This design comes from an exercise in tuning for small area, a short achievable clock period and few clock cycles per item on the open sky130 flow, not from production work.
No driver is modelled on the clock port, so clock power and skew are understated where the tree is cut down; a real chip needs a root buffer or a tree.
Power figures rest on the tool's default switching activity, not on a simulated workload.

==> flow/design.v <==
`timescale 1ns / 1ps
module fa3(input x, input y, input z, output s, output c);
    assign s = x ^ y ^ z;
    assign c = (x & y) | (x & z) | (y & z);
endmodule
module ha2(input x, input y, output s, output c);
    assign s = x ^ y;
    assign c = x & y;
endmodule
`timescale 1ns / 1ps
module function_calculator(
    input clk_i,
    input rst_i,
    input [15:0] sw_i,
    input start_i,
    output busy_o,
    output reg [15:0] y_calc
 );
    function [3:0] low4;
        input [5:0] ar;
        low4 = {ar[3] & (ar[4] ^ ar[5]), ar[4] & ~ar[3], 1'b0, ar[3]} + ar[2:0];
    endfunction
    wire [7:0] b_i = sw_i[7:0];
    wire [2:0] r_d = (b_i >= 8'd216) ? 3'd6 :
                     (b_i >= 8'd125) ? 3'd5 :
                     (b_i >= 8'd64)  ? 3'd4 :
                     (b_i >= 8'd27)  ? 3'd3 :
                     (b_i >= 8'd8)   ? 3'd2 :
                     (b_i >= 8'd1)   ? 3'd1 : 3'd0;
    wire [7:0] aa = sw_i[15:8];
    wire n0 = aa[2] & ~aa[1];
    wire n1 = aa[2] & aa[1];
    wire n2 = aa[3] & ~aa[2];
    wire n3 = aa[3] & aa[2];
    wire n4 = aa[4] & ~aa[3];
    wire n5 = aa[4] & aa[3];
    wire n6 = aa[5] & ~aa[4];
    wire n7 = aa[5] & aa[4];
    wire n8 = aa[6] & ~aa[5];
    wire n9 = aa[6] & aa[5];
    wire n10 = aa[7] & ~aa[6];
    wire n11 = aa[7] & aa[6];
    wire n12 = aa[0] & aa[3];
    wire n13 = aa[0] & aa[4];
    wire n14 = aa[0] & aa[5];
    wire n15 = aa[0] & aa[6];
    wire n16 = aa[0] & aa[7];
    wire n17 = aa[1] & aa[3];
    wire n18 = aa[1] & aa[4];
    wire n19 = aa[1] & aa[5];
    wire n20 = aa[1] & aa[6];
    wire n21 = aa[1] & aa[7];
    wire n22 = aa[2] & aa[4];
    wire n23 = aa[2] & aa[5];
    wire n24 = aa[2] & aa[6];
    wire n25 = aa[2] & aa[7];
    wire n26 = aa[3] & aa[5];
    wire n27 = aa[3] & aa[6];
    wire n28 = aa[3] & aa[7];
    wire n29 = aa[4] & aa[6];
    wire n30 = aa[4] & aa[7];
    wire n31 = aa[5] & aa[7];
    wire n32 = aa[0] & aa[1] & aa[2];
    wire n33, n34;
    ha2 un33 (.x(n3), .y(n15), .s(n33), .c(n34));
    wire n35, n36;
    fa3 un35 (.x(n4), .y(n16), .z(n20), .s(n35), .c(n36));
    wire n37, n38;
    fa3 un37 (.x(n5), .y(n21), .z(n24), .s(n37), .c(n38));
    wire n39, n40;
    ha2 un39 (.x(n6), .y(n25), .s(n39), .c(n40));
    wire n41, n42;
    ha2 un41 (.x(n7), .y(n28), .s(n41), .c(n42));
    wire n43, n44;
    ha2 un43 (.x(n0), .y(n12), .s(n43), .c(n44));
    wire n45, n46;
    fa3 un45 (.x(n1), .y(n13), .z(n17), .s(n45), .c(n46));
    wire n47, n48;
    fa3 un47 (.x(n2), .y(n14), .z(n18), .s(n47), .c(n48));
    wire n49, n50;
    fa3 un49 (.x(n19), .y(n22), .z(n33), .s(n49), .c(n50));
    wire n51, n52;
    fa3 un51 (.x(n23), .y(n34), .z(n35), .s(n51), .c(n52));
    wire n53, n54;
    fa3 un53 (.x(n26), .y(n36), .z(n37), .s(n53), .c(n54));
    wire n55, n56;
    fa3 un55 (.x(n27), .y(n38), .z(n39), .s(n55), .c(n56));
    wire n57, n58;
    fa3 un57 (.x(n29), .y(n40), .z(n41), .s(n57), .c(n58));
    wire n59, n60;
    fa3 un59 (.x(n8), .y(n30), .z(n42), .s(n59), .c(n60));
    wire n61, n62;
    ha2 un61 (.x(n9), .y(n31), .s(n61), .c(n62));
    wire n63, n64;
    ha2 un63 (.x(n32), .y(n43), .s(n63), .c(n64));
    wire n65, n66;
    ha2 un65 (.x(n44), .y(n45), .s(n65), .c(n66));
    wire n67, n68;
    ha2 un67 (.x(n46), .y(n47), .s(n67), .c(n68));
    wire n69, n70;
    ha2 un69 (.x(n48), .y(n49), .s(n69), .c(n70));
    wire n71, n72;
    ha2 un71 (.x(n50), .y(n51), .s(n71), .c(n72));
    wire n73, n74;
    ha2 un73 (.x(n52), .y(n53), .s(n73), .c(n74));
    wire n75, n76;
    ha2 un75 (.x(n54), .y(n55), .s(n75), .c(n76));
    wire n77, n78;
    ha2 un77 (.x(n56), .y(n57), .s(n77), .c(n78));
    wire n79, n80;
    ha2 un79 (.x(n58), .y(n59), .s(n79), .c(n80));
    wire n81, n82;
    ha2 un81 (.x(n60), .y(n61), .s(n81), .c(n82));
    wire n83, n84;
    ha2 un83 (.x(n10), .y(n62), .s(n83), .c(n84));
    wire n85 = n64 | (n63 & 1'b0);
    wire n86 = n63 & 1'b0;
    wire n87 = n66 | (n65 & n64);
    wire n88 = n65 & n63;
    wire n89 = n68 | (n67 & n66);
    wire n90 = n67 & n65;
    wire n91 = n70 | (n69 & n68);
    wire n92 = n69 & n67;
    wire n93 = n72 | (n71 & n70);
    wire n94 = n71 & n69;
    wire n95 = n74 | (n73 & n72);
    wire n96 = n73 & n71;
    wire n97 = n76 | (n75 & n74);
    wire n98 = n75 & n73;
    wire n99 = n78 | (n77 & n76);
    wire n100 = n77 & n75;
    wire n101 = n80 | (n79 & n78);
    wire n102 = n79 & n77;
    wire n103 = n82 | (n81 & n80);
    wire n104 = n81 & n79;
    wire n105 = n84 | (n83 & n82);
    wire n106 = n83 & n81;
    wire n107 = 1'b0 | (n11 & n84);
    wire n108 = n11 & n83;
    wire n109 = n87 | (n88 & 1'b0);
    wire n110 = n88 & 1'b0;
    wire n111 = n89 | (n90 & n85);
    wire n112 = n90 & n86;
    wire n113 = n91 | (n92 & n87);
    wire n114 = n92 & n88;
    wire n115 = n93 | (n94 & n89);
    wire n116 = n94 & n90;
    wire n117 = n95 | (n96 & n91);
    wire n118 = n96 & n92;
    wire n119 = n97 | (n98 & n93);
    wire n120 = n98 & n94;
    wire n121 = n99 | (n100 & n95);
    wire n122 = n100 & n96;
    wire n123 = n101 | (n102 & n97);
    wire n124 = n102 & n98;
    wire n125 = n103 | (n104 & n99);
    wire n126 = n104 & n100;
    wire n127 = n105 | (n106 & n101);
    wire n128 = n106 & n102;
    wire n129 = n107 | (n108 & n103);
    wire n130 = n108 & n104;
    wire n131 = n113 | (n114 & 1'b0);
    wire n132 = n114 & 1'b0;
    wire n133 = n115 | (n116 & n85);
    wire n134 = n116 & n86;
    wire n135 = n117 | (n118 & n109);
    wire n136 = n118 & n110;
    wire n137 = n119 | (n120 & n111);
    wire n138 = n120 & n112;
    wire n139 = n121 | (n122 & n113);
    wire n140 = n122 & n114;
    wire n141 = n123 | (n124 & n115);
    wire n142 = n124 & n116;
    wire n143 = n125 | (n126 & n117);
    wire n144 = n126 & n118;
    wire n145 = n127 | (n128 & n119);
    wire n146 = n128 & n120;
    wire n147 = n129 | (n130 & n121);
    wire n148 = n130 & n122;
    wire n149 = n139 | (n140 & 1'b0);
    wire n150 = n140 & 1'b0;
    wire n151 = n141 | (n142 & n85);
    wire n152 = n142 & n86;
    wire n153 = n143 | (n144 & n109);
    wire n154 = n144 & n110;
    wire n155 = n145 | (n146 & n111);
    wire n156 = n146 & n112;
    wire n157 = n147 | (n148 & n131);
    wire n158 = n148 & n132;
    wire n159 = n65 ^ n85;
    wire n160 = n67 ^ n109;
    wire n161 = n69 ^ n111;
    wire n162 = n71 ^ n131;
    wire n163 = n73 ^ n133;
    wire n164 = n75 ^ n135;
    wire n165 = n77 ^ n137;
    wire n166 = n79 ^ n149;
    wire n167 = n81 ^ n151;
    wire n168 = n83 ^ n153;
    wire n169 = n11 ^ n155;
    wire [11:0] hi = {n169, n168, n167, n166, n165, n164, n163, n162, n161, n160, n159, n63};
    always @(posedge clk_i) begin
        if (rst_i)
            y_calc <= 16'd0;
        else if (start_i)
            y_calc <= {hi, low4({aa[2:0], r_d})};
    end
    assign busy_o = 1'b0;
endmodule
Settings: LEC_CHECK=0, ABC_AREA=1, CAP_MARGIN=20, CORE_MARGIN=2, CORE_UTILIZATION=40, SLEW_MARGIN=20, SYNTH_HIERARCHICAL=1, SYNTH_MINIMUM_KEEP_SIZE=0, BUFFER_PORTS_ARGS=-buffer_cell sky130_fd_sc_hd__buf_1, CTS_ARGS=-buf_list sky130_fd_sc_hd__clkbuf_4 -root_buf sky130_fd_sc_hd__clkbuf_4 -dont_use_dummy_load -repair_clock_nets; clock period 5.0 ns.
standard.sh (not shown) runs the stock make flow with config.mk's settings and CLKGATE_MAP_FILE= SYNTH_SCRIPT=/design/flow/synth_recipe.tcl, a recipe that flattens the netlist after the stock synthesis.
==> flow/flow/run.sh <==
#!/bin/bash
# Standard layout, with the port buffers inserted as buf_1 cells instead of
# the resizer's default choice (clkdlybuf4s50_1, larger and slower), and a
# smaller clock tree (no sink clustering, no dummy loads).
set -euo pipefail
echo 'export BUFFER_PORTS_ARGS = -buffer_cell sky130_fd_sc_hd__buf_1' >> config.mk
echo 'export CTS_ARGS = -buf_list sky130_fd_sc_hd__clkbuf_4 -root_buf sky130_fd_sc_hd__clkbuf_4 -dont_use_dummy_load -repair_clock_nets' >> config.mk
bash standard.sh > standard.log 2>&1
Next try:
--- a/flow/design.v
+++ b/flow/design.v
@@ -12,11 +12,11 @@
     input clk_i,
     input rst_i,
     input [15:0] sw_i,
     input start_i,
     output busy_o,
-    output reg [15:0] y_calc
+    output [15:0] y_calc
  );
     function [3:0] low4;
         input [5:0] ar;
         low4 = {ar[3] & (ar[4] ^ ar[5]), ar[4] & ~ar[3], 1'b0, ar[3]} + ar[2:0];
     endfunction
@@ -25,11 +25,21 @@
                      (b_i >= 8'd125) ? 3'd5 :
                      (b_i >= 8'd64)  ? 3'd4 :
                      (b_i >= 8'd27)  ? 3'd3 :
                      (b_i >= 8'd8)   ? 3'd2 :
                      (b_i >= 8'd1)   ? 3'd1 : 3'd0;
-    wire [7:0] aa = sw_i[15:8];
+    reg [7:0] aa;
+    reg [2:0] rr;
+    always @(posedge clk_i) begin
+        if (rst_i) begin
+            aa <= 8'd0;
+            rr <= 3'd0;
+        end else if (start_i) begin
+            aa <= sw_i[15:8];
+            rr <= r_d;
+        end
+    end
     wire n0 = aa[2] & ~aa[1];
     wire n1 = aa[2] & aa[1];
     wire n2 = aa[3] & ~aa[2];
     wire n3 = aa[3] & aa[2];
     wire n4 = aa[4] & ~aa[3];
@@ -197,13 +207,8 @@
     wire n166 = n79 ^ n149;
     wire n167 = n81 ^ n151;
     wire n168 = n83 ^ n153;
     wire n169 = n11 ^ n155;
     wire [11:0] hi = {n169, n168, n167, n166, n165, n164, n163, n162, n161, n160, n159, n63};
-    always @(posedge clk_i) begin
-        if (rst_i)
-            y_calc <= 16'd0;
-        else if (start_i)
-            y_calc <= {hi, low4({aa[2:0], r_d})};
-    end
+    assign y_calc = {hi, low4({aa[2:0], rr})};
     assign busy_o = 1'b0;
 endmodule
Effect: Total power decreases by 39%. Die area decreases by 12%. Area after synthesis decreases by about 12%. Count of clock-buffer cells in the layout does not change. Design area decreases by 16%. Maximum frequency decreases by 19%. Wire length decreases by about 17%. Via count decreases by 18%. First-iteration DRC count decreases by about 26%. Worst hold slack gets better by 0.033 ns. Clock skew stays the same. Setup slack gets worse by 0.76 ns. Non-clock buffer count decreases by 1. Final cell count decreases by 20%.
No run of this note included a check of the RTL's function; only the layout flow was run.

Another version of the RTL of function_calculator (not shown whole).
Size: about 270 cells after synthesis, ~16 flip-flops, about 1800 sq um of cells after synthesis.
==> module function_calculator, before the edit <==
module function_calculator(
    input clk_i,
    input rst_i,
    input [15:0] sw_i,
    input start_i,
    output busy_o,
    output reg [15:0] y_calc
 );
    function [3:0] low4;
        input [5:0] ar;
        low4 = {ar[3] & (ar[4] ^ ar[5]), ar[4] & ~ar[3], 1'b0, ar[3]} + ar[2:0];
    endfunction
    wire [7:0] b_i = sw_i[7:0];
    wire [2:0] r_d = (b_i >= 8'd216) ? 3'd6 :
                     (b_i >= 8'd125) ? 3'd5 :
                     (b_i >= 8'd64)  ? 3'd4 :
                     (b_i >= 8'd27)  ? 3'd3 :
                     (b_i >= 8'd8)   ? 3'd2 :
                     (b_i >= 8'd1)   ? 3'd1 : 3'd0;
    wire [7:0] aa = sw_i[15:8];
    wire n0 = aa[2] & ~aa[1];
    wire n1 = aa[2] & aa[1];
    wire n2 = aa[3] & ~aa[2];
    wire n3 = aa[3] & aa[2];
    wire n4 = aa[4] & ~aa[3];
    wire n5 = aa[4] & aa[3];
    wire n6 = aa[5] & ~aa[4];
    wire n7 = aa[5] & aa[4];
    wire n8 = aa[6] & ~aa[5];
    wire n9 = aa[6] & aa[5];
    wire n10 = aa[7] & ~aa[6];
    wire n11 = aa[7] & aa[6];
    wire n12 = aa[0] & aa[3];
    wire n13 = aa[0] & aa[4];
    wire n14 = aa[0] & aa[5];
    wire n15 = aa[0] & aa[6];
    wire n16 = aa[0] & aa[7];
    wire n17 = aa[1] & aa[3];
    wire n18 = aa[1] & aa[4];
    wire n19 = aa[1] & aa[5];
    wire n20 = aa[1] & aa[6];
    wire n21 = aa[1] & aa[7];
    wire n22 = aa[2] & aa[4];
    wire n23 = aa[2] & aa[5];
    wire n24 = aa[2] & aa[6];
    wire n25 = aa[2] & aa[7];
    wire n26 = aa[3] & aa[5];
    wire n27 = aa[3] & aa[6];
    wire n28 = aa[3] & aa[7];
    wire n29 = aa[4] & aa[6];
    wire n30 = aa[4] & aa[7];
    wire n31 = aa[5] & aa[7];
    wire n32 = aa[0] & aa[1] & aa[2];
    wire n33, n34;
    ha2 un33 (.x(n3), .y(n15), .s(n33), .c(n34));
    wire n35, n36;
    fa3 un35 (.x(n4), .y(n16), .z(n20), .s(n35), .c(n36));
    wire n37, n38;
    fa3 un37 (.x(n5), .y(n21), .z(n24), .s(n37), .c(n38));
    wire n39, n40;
    ha2 un39 (.x(n6), .y(n25), .s(n39), .c(n40));
    wire n41, n42;
    ha2 un41 (.x(n7), .y(n28), .s(n41), .c(n42));
    wire n43, n44;
    ha2 un43 (.x(n0), .y(n12), .s(n43), .c(n44));
    wire n45, n46;
    fa3 un45 (.x(n1), .y(n13), .z(n17), .s(n45), .c(n46));
    wire n47, n48;
    fa3 un47 (.x(n2), .y(n14), .z(n18), .s(n47), .c(n48));
    wire n49, n50;
    fa3 un49 (.x(n19), .y(n22), .z(n33), .s(n49), .c(n50));
    wire n51, n52;
    fa3 un51 (.x(n23), .y(n34), .z(n35), .s(n51), .c(n52));
    wire n53, n54;
    fa3 un53 (.x(n26), .y(n36), .z(n37), .s(n53), .c(n54));
    wire n55, n56;
    fa3 un55 (.x(n27), .y(n38), .z(n39), .s(n55), .c(n56));
    wire n57, n58;
    fa3 un57 (.x(n29), .y(n40), .z(n41), .s(n57), .c(n58));
    wire n59, n60;
    fa3 un59 (.x(n8), .y(n30), .z(n42), .s(n59), .c(n60));
    wire n61, n62;
    ha2 un61 (.x(n9), .y(n31), .s(n61), .c(n62));
    wire n63, n64;
    ha2 un63 (.x(n32), .y(n43), .s(n63), .c(n64));
    wire n65, n66;
    ha2 un65 (.x(n44), .y(n45), .s(n65), .c(n66));
    wire n67, n68;
    ha2 un67 (.x(n46), .y(n47), .s(n67), .c(n68));
    wire n69, n70;
    ha2 un69 (.x(n48), .y(n49), .s(n69), .c(n70));
    wire n71, n72;
    ha2 un71 (.x(n50), .y(n51), .s(n71), .c(n72));
    wire n73, n74;
    ha2 un73 (.x(n52), .y(n53), .s(n73), .c(n74));
    wire n75, n76;
    ha2 un75 (.x(n54), .y(n55), .s(n75), .c(n76));
    wire n77, n78;
    ha2 un77 (.x(n56), .y(n57), .s(n77), .c(n78));
    wire n79, n80;
    ha2 un79 (.x(n58), .y(n59), .s(n79), .c(n80));
    wire n81, n82;
    ha2 un81 (.x(n60), .y(n61), .s(n81), .c(n82));
    wire n83, n84;
    ha2 un83 (.x(n10), .y(n62), .s(n83), .c(n84));
    wire n85 = n66 | (n65 & n64);
    wire n86 = n65 & 1'b0;
    wire n87 = n70 | (n69 & n68);
    wire n88 = n69 & n67;
    wire n89 = n74 | (n73 & n72);
    wire n90 = n73 & n71;
    wire n91 = n78 | (n77 & n76);
    wire n92 = n77 & n75;
    wire n93 = n82 | (n81 & n80);
    wire n94 = n81 & n79;
    wire n95 = 1'b0 | (n11 & n84);
    wire n96 = n11 & n83;
    wire n97 = n68 | (n67 & n85);
    wire n98 = n67 & n86;
    wire n99 = n87 | (n88 & n85);
    wire n100 = n88 & n86;
    wire n101 = n76 | (n75 & n89);
    wire n102 = n75 & n90;
    wire n103 = n91 | (n92 & n89);
    wire n104 = n92 & n90;
    wire n105 = n84 | (n83 & n93);
    wire n106 = n83 & n94;
    wire n107 = n95 | (n96 & n93);
    wire n108 = n96 & n94;
    wire n109 = n72 | (n71 & n99);
    wire n110 = n71 & n100;
    wire n111 = n89 | (n90 & n99);
    wire n112 = n90 & n100;
    wire n113 = n101 | (n102 & n99);
    wire n114 = n102 & n100;
    wire n115 = n103 | (n104 & n99);
    wire n116 = n104 & n100;
    wire n117 = n80 | (n79 & n115);
    wire n118 = n79 & n116;
    wire n119 = n93 | (n94 & n115);
    wire n120 = n94 & n116;
    wire n121 = n105 | (n106 & n115);
    wire n122 = n106 & n116;
    wire n123 = n107 | (n108 & n115);
    wire n124 = n108 & n116;
    wire n125 = n65 ^ n64;
    wire n126 = n67 ^ n85;
    wire n127 = n69 ^ n97;
    wire n128 = n71 ^ n99;
    wire n129 = n73 ^ n109;
    wire n130 = n75 ^ n111;
    wire n131 = n77 ^ n113;
    wire n132 = n79 ^ n115;
    wire n133 = n81 ^ n117;
    wire n134 = n83 ^ n119;
    wire n135 = n11 ^ n121;
    wire [11:0] hi = {n135, n134, n133, n132, n131, n130, n129, n128, n127, n126, n125, n63};
    always @(posedge clk_i) begin
        if (rst_i)
            y_calc <= 16'd0;
        else if (start_i)
            y_calc <= {hi, low4({aa[2:0], r_d})};
    end
    assign busy_o = 1'b0;
endmodule
clock: 5.0 ns
lec_check: 0
abc_area: 1
cap_margin: 20
core_margin: 2
core_utilization: 50
slew_margin: 20
synth_hierarchical: 1
synth_minimum_keep_size: 0
buffer_ports_args: -buffer_cell sky130_fd_sc_hd__buf_1
cts_args: -buf_list sky130_fd_sc_hd__clkbuf_4 -root_buf sky130_fd_sc_hd__clkbuf_8 -dont_use_dummy_load -repair_clock_nets
post_cts_tcl: /design/flow/flow/post_cts.tcl
==> flow/flow/run.sh <==
#!/bin/bash
# Standard layout with two changes:
#  - port buffers are buf_1 cells (the resizer's default pick is clkdlybuf4s50_1,
#    larger and slower);
#  - after CTS, the clock tree's leaf buffers are removed so one root clock
#    buffer drives every flip-flop (the design has only a few registers).
set -euo pipefail
here=$(pwd)
echo 'export BUFFER_PORTS_ARGS = -buffer_cell sky130_fd_sc_hd__buf_1' >> config.mk
echo 'export CTS_ARGS = -buf_list sky130_fd_sc_hd__clkbuf_4 -root_buf sky130_fd_sc_hd__clkbuf_8 -dont_use_dummy_load -repair_clock_nets' >> config.mk
echo "export POST_CTS_TCL = $here/flow/post_cts.tcl" >> config.mk
bash standard.sh > standard.log 2>&1
==> flow/flow/post_cts.tcl <==
# Collapse the clock tree to a single buffer: every sink of a leaf clock
# buffer is moved onto the root buffer's output net, then the leaf buffers
# are deleted.
set block [ord::get_db_block]
set clk_port_net [$block findNet clk_i]
set root ""
foreach it [$clk_port_net getITerms] {
  set inst [$it getInst]
  if {[string match "*clkbuf*" [[$inst getMaster] getName]]} { set root $inst }
}
if {$root ne ""} {
  set rootnet [[$root findITerm X] getNet]
  set leaves {}
  foreach it [$rootnet getITerms] {
    set inst [$it getInst]
    if {$inst ne $root && [string match "*clkbuf*" [[$inst getMaster] getName]]} {
      lappend leaves $inst
    }
  }
  foreach leaf $leaves {
    set out [[$leaf findITerm X] getNet]
    set sinks {}
    foreach it [$out getITerms] {
      if {[$it getInst] ne $leaf} { lappend sinks $it }
    }
    foreach it $sinks {
      $it disconnect
      $it connect $rootnet
    }
    [$leaf findITerm A] disconnect
    [$leaf findITerm X] disconnect
    odb::dbInst_destroy $leaf
    odb::dbNet_destroy $out
  }
  puts "post_cts: moved sinks of [llength $leaves] leaf buffers onto [$root getName]"
}
estimate_parasitics -placement
report_clock_skew
report_checks -path_delay max -format end
==> next run, changes <==
--- a/flow/design.v
+++ b/flow/design.v
@@ -13,9 +13,9 @@
     input rst_i,
     input [15:0] sw_i,
     input start_i,
     output busy_o,
-    output reg [15:0] y_calc
+    output [15:0] y_calc
  );
     function [3:0] low4;
         input [5:0] ar;
         low4 = {ar[3] & (ar[4] ^ ar[5]), ar[4] & ~ar[3], 1'b0, ar[3]} + ar[2:0];
@@ -26,9 +26,19 @@
                      (b_i >= 8'd64)  ? 3'd4 :
                      (b_i >= 8'd27)  ? 3'd3 :
                      (b_i >= 8'd8)   ? 3'd2 :
                      (b_i >= 8'd1)   ? 3'd1 : 3'd0;
-    wire [7:0] aa = sw_i[15:8];
+    reg [7:0] aa;
+    reg [2:0] rr;
+    always @(posedge clk_i) begin
+        if (rst_i) begin
+            aa <= 8'd0;
+            rr <= 3'd0;
+        end else if (start_i) begin
+            aa <= sw_i[15:8];
+            rr <= r_d;
+        end
+    end
     wire n0 = aa[2] & ~aa[1];
     wire n1 = aa[2] & aa[1];
     wire n2 = aa[3] & ~aa[2];
     wire n3 = aa[3] & aa[2];
@@ -164,12 +174,7 @@
     wire n133 = n81 ^ n117;
     wire n134 = n83 ^ n119;
     wire n135 = n11 ^ n121;
     wire [11:0] hi = {n135, n134, n133, n132, n131, n130, n129, n128, n127, n126, n125, n63};
-    always @(posedge clk_i) begin
-        if (rst_i)
-            y_calc <= 16'd0;
-        else if (start_i)
-            y_calc <= {hi, low4({aa[2:0], r_d})};
-    end
+    assign y_calc = {hi, low4({aa[2:0], rr})};
     assign busy_o = 1'b0;
 endmodule
Effect:
- core utilization decreases by 1.6 points
- synthesized area came out lower by 8.4%
- global-route usage decreases by 3.4 points
- clock skew stays the same
- synthesized cell count went down by 12%
- wire length decreases by 19%
- setup slack gets worse by 480 ps
- clock-buffer cell count stays the same
- first-iteration DRC count falls by 33%
- worst hold slack is better by 3.7 ps
- power fell by 37%
- final area goes down by 12%
- non-clock buffer count does not change
No run of this note included a check of the RTL's function; only the layout flow was run.

-- separate check: timing with driven ports --
How much do the figures lean on ideal ports? The routed layouts below were timed once more, with nothing changed but the port constraints. Step 1 (the two cells are an assumption about what drives the block):
set clk [get_ports {clk_i}]
set_driving_cell -lib_cell sky130_fd_sc_hd__clkbuf_16 $clk
set_driving_cell -lib_cell sky130_fd_sc_hd__buf_2 [delete_from_list [all_inputs] $clk]
Step 2 moves the port delays by t, midway between the first and last clock arrival at a register: inputs arrive t later, outputs are due t later. That takes back most of the time a late clock gives input paths. a / b / c = ideal ports / drivers / drivers and shift; a / b = the first two.
run | t (ns) | setup slack, ns | worst setup path after step 2 | worst register clock-pin slew, ns | worst slew at a driven data input, ns
the first run of note 1 | 0.303 | 1.651 / 1.650 / 1.347 | input to register | 0.10 / 0.10 | 0.03
the second run of note 1 | 0.273 | 0.888 / 0.870 / 1.143 | register to output | 0.06 / 0.06 | 0.04
the first run of note 2 | 0.181 | 1.401 / 1.403 / 1.222 | input to register | 0.10 / 0.10 | 0.03
the second run of note 2 | 0.153 | 0.924 / 0.905 / 1.058 | register to output | 0.07 / 0.07 | 0.03
After both steps every run listed still meets setup and hold. The setup slack of the first run of note 1, which loses most, moves by -0.001 ns with the drivers and by -0.304 ns with both steps.
